This is an optimization exercise on Yosys and OpenROAD, whose aim is small area, not a production implementation. Function was checked by simulation only, so behaviour that the tests miss may differ from the original. No activity file was given, so power comes from the tool's default toggle rates.

Setup of the previous run:
## Ball_thrower
module Ball_thrower(
  input         CLOCK_50,
  input  [3:0] KEY,          
  input  [17:0] SW,           
  output        VGA_CLK,      
  output        VGA_HS,       
  output        VGA_VS,       
  output        VGA_BLANK_N,  
  output        VGA_SYNC_N,   
  output [7:0]  VGA_R,        
  output [7:0]  VGA_G,        
  output [7:0]  VGA_B         
  );
function [11:0] add;
	input [10:0] a;
	input [10:0] b;
	input cin;
	integer k;
	reg c;
	begin
		c = cin;
		for (k = 0; k < 11; k = k + 1) begin
			add[k] = a[k] ^ b[k] ^ c;
			c = (a[k] & b[k]) | (a[k] & c) | (b[k] & c);
		end
		add[11] = c;
	end
endfunction
function [10:0] inc;
	input [10:0] a;
	integer k;
	reg c;
	begin
		c = 1'b1;
		for (k = 0; k < 11; k = k + 1) begin
			inc[k] = a[k] ^ c;
			c = a[k] & c;
		end
	end
endfunction
function ge;
	input [10:0] a;
	input [10:0] b;
	integer k;
	reg r;
	begin
		r = 1'b1;
		for (k = 0; k < 11; k = k + 1)
			r = (a[k] & ~b[k]) | (~(a[k] ^ b[k]) & r);
		ge = r;
	end
endfunction
wire clk = CLOCK_50;
wire rst = SW[17];
wire go = SW[0];
assign VGA_SYNC_N = 1'b0;
reg [11:0] cnt;
reg vga_clk_q;
assign VGA_CLK = vga_clk_q;
wire vga_en = ~cnt[0];
wire update = &cnt[11:7] & cnt[5] & cnt[0];    
wire half = ~cnt[11];
wire [10:0] count = cnt[10:0];
wire [11:0] cnt_inc = add(cnt[10:0], 11'd0, 1'b1);    
always @(posedge clk)
begin
	if (rst)
		cnt <= 12'd2001;
	else if (update)
		cnt <= 12'd0;
	else
		cnt <= {cnt[11] | cnt_inc[11], cnt_inc[10:0]};
end
always @(posedge clk)
begin
	if (rst)
		vga_clk_q <= 1'b0;
	else
		vga_clk_q <= vga_en;
end
reg [9:0] xCount, yCount;
wire xmax = xCount[9] & xCount[8] & xCount[4] & xCount[3] & xCount[0];   
wire ymax = yCount[9] & yCount[3] & yCount[2] & yCount[0];               
wire x0 = ~|xCount;
wire [10:0] xinc = inc({1'b0, xCount});
wire [10:0] yinc = inc({1'b0, yCount});
always @(posedge clk)
begin
	if (rst)
		xCount <= 10'd0;
	else if (vga_en)
		xCount <= xmax ? 10'd0 : xinc[9:0];
end
always @(posedge clk)
begin
	if (rst)
		yCount <= 10'd0;
	else if (vga_en && xmax)
  ...
For scale: about 860 cells after synthesis, roughly 100 flip-flops, ~52 I/O pins.
export LEC_CHECK = 0
export CAP_MARGIN = 20
export CORE_MARGIN = 2
export CORE_UTILIZATION = 40
export SLEW_MARGIN = 20
export SYNTH_MEMORY_MAX_BITS = 8192
create_clock -name core_clock -period 20.0 [get_ports {CLOCK_50}]
standard.sh (not shown) runs the stock make flow with config.mk's settings and CLKGATE_MAP_FILE= SYNTH_SCRIPT=/design/flow/synth_recipe.tcl, a recipe that flattens the netlist after the stock synthesis.
==> flow/flow/run.sh <==
#!/bin/bash
# Layout flow: the standard flow (standard.sh), with these changes:
# * the port buffers (every input and output port still gets one) and the
#   buffers synthesis puts on outputs driven by the same net are buf_1;
# * the clock tree is built from clkbuf_8 without dummy loads.
set -euo pipefail
W=$(pwd)
F=$W/flow

# synth.tcl from ORFS with two changes: the abc call is replaced by
# flow/abc_pick.tcl, and extract_fa is skipped
sed -e 's|^\( *\)log_cmd abc {\*}\$abc_args$|\1source '"$F"'/abc_pick.tcl|' \
    -e 's|^\( *\)extract_fa {\*}\[dont_use_extract_fa_args\]$|\1# extract_fa skipped|' \
    "$FLOW_HOME/scripts/synth.tcl" > "$W/synth_area.tcl"
grep -q "abc_pick.tcl" "$W/synth_area.tcl"
grep -q "# extract_fa skipped" "$W/synth_area.tcl"

# The standard flow's synthesis script, sourcing the changed synth.tcl
sed -e "s|\$::env(SCRIPTS_DIR)/synth.tcl|$W/synth_area.tcl|" "$W/synth_recipe.tcl" > "$W/synth_recipe_area.tcl"
grep -q "synth_area.tcl" "$W/synth_recipe_area.tcl"

# standard.sh with that synthesis script
sed -e "s|$W/synth_recipe.tcl|$W/synth_recipe_area.tcl|g" "$W/standard.sh" > "$W/standard_area.sh"
grep -q "synth_recipe_area.tcl" "$W/standard_area.sh"

bash "$W/standard_area.sh" \
    "BUFFER_PORTS_ARGS=-buffer_cell sky130_fd_sc_hd__buf_1" \
    "MIN_BUF_CELL_AND_PORTS=sky130_fd_sc_hd__buf_1 A X" \
    "CTS_ARGS=-sink_clustering_enable -repair_clock_nets -buf_list sky130_fd_sc_hd__clkbuf_8 -dont_use_dummy_load" \
    finish > "$W/flow_make.log" 2>&1
Other scripts of this flow, unchanged in this note and not shown: flow/flow/abc_1.script, flow/flow/abc_2.script, flow/flow/abc_3.script, flow/flow/abc_4.script, flow/flow/abc_5.script, flow/flow/abc_pick.tcl
## Diff of input files: the current run against the previous run
--- a/flow/design.v
+++ b/flow/design.v
@@ -395,27 +395,28 @@
 		case (S)
 			4'b1000: Ang <= ang_up[4:0];
 			4'b1001: Ang <= ang_dn[4:0];
 			4'b1010: Vel <= vel_up[2:0];
 			4'b1011: Vel <= vel_dn[2:0];
 			default: ;
 		endcase
 	end
 end
 wire [11:0] asx = add({4'd0, xCount[6:0]}, {6'd0, Ang}, 1'b1);
 wire [11:0] v11 = add({8'd0, Vel}, 11'd11, 1'b0);
-wire [11:0] v10 = add({5'd0, Vel, 3'b000}, {7'd0, Vel, 1'b1}, 1'b1);   
-wire [11:0] asy = add({3'd0, yCount[7:0]}, {5'd0, v10[5:0]}, 1'b0);    
-wire [11:0] asy2 = add({4'd0, asy[8:2]}, {6'd0, Ang}, 1'b0);
+wire [11:0] apy0 = add({5'd0, Ang, 1'b0}, {6'd0, Vel, 2'b00}, 1'b0);
+wire [11:0] apy = add(apy0[10:0], {8'd0, Vel}, 1'b0);                 
+wire [11:0] apy1 = add(apy[10:0], 11'd43, 1'b0);
+wire [11:0] ady = add({3'd0, yCount[7:0]}, {3'd0, apy1[6:0], 1'b0}, 1'b0);
 wire arrow_hit = ~|xCount[9:7] & (asx[7:2] == v11[5:0]) &
-	~yCount[9] & yCount[8] & (asy2[7:0] == 8'd43);
+	~yCount[9] & yCount[8] & ady[8] & ~|ady[7:2];
 reg arrow;
 always @(posedge clk)
 begin
 	if (rst)
 		arrow <= 1'b0;
 	else if (vga_en)
 		arrow <= arrow_hit;
 end
 wire ys = ~Ang[3] & ~Ang[4];
 wire [3:0] cm;
 assign cm[0] = (Ang[0] & ~Ang[3]) | (Ang[0] & ~Ang[2]) | Ang[4] | (Ang[0] & ~Ang[1]) | (~Ang[0] & Ang[1] & Ang[2] & Ang[3]);
Notes after the runs:
Transition time at the pin with the least slew margin for the current run is lower than for the previous run. The previous run → the current run: xor and xnor fraction of the mapped netlist area neither gained nor lost much; switching power total lost 12%. Per the comparison of the current run with the previous run, post-synthesis instance area rose by about 0.54%, final cycle utilization of the critical path fell 0.43 points, reported sequential group power went down by about 3%, area growth from synthesis to layout went down 0.54 points, detailed-routing iteration count for the pre-antenna-repair pass now sits lower. The current run ended up with a lower unique cell type count in the Yosys netlist than the previous run did. Sort the previous run and the current run by count of cells along the worst register-to-register path asc -> top: the current run. Comparing the previous run and the current run, the lower number of multi-input combinational cells is on the current run. For the current run, the origin of the worst setup path was Ang[3], unlike the previous run, where it was Ang[2].

==> static timing again, ports no longer ideal <==
No port has a modelled driver above. Below, the same layouts with a new extraction and two added sets of constraints. Step 1, drivers: a clkbuf_16 drives CLOCK_50 and a buf_2 each remaining input, both assumed. Step 2 also shifts input and output timing later by t, the mid clock arrival at the registers, as if the neighbouring blocks saw the same clock. a / b / c = no drivers / after step 1 / after step 2; a / b = the first two.
| run | t (ns) | setup slack, ns | worst setup path at the end |
|---|---|---|---|
| the previous run | 0.388 | 13.230 / 13.230 / 13.230 | register to register |
| the current run | 0.401 | 13.315 / 13.315 / 13.131 | input to register |
After both steps setup and hold are still met in every run listed. For the current run, which loses most, drivers alone change the setup slack by 0.000 ns; drivers and shift together by -0.184 ns.
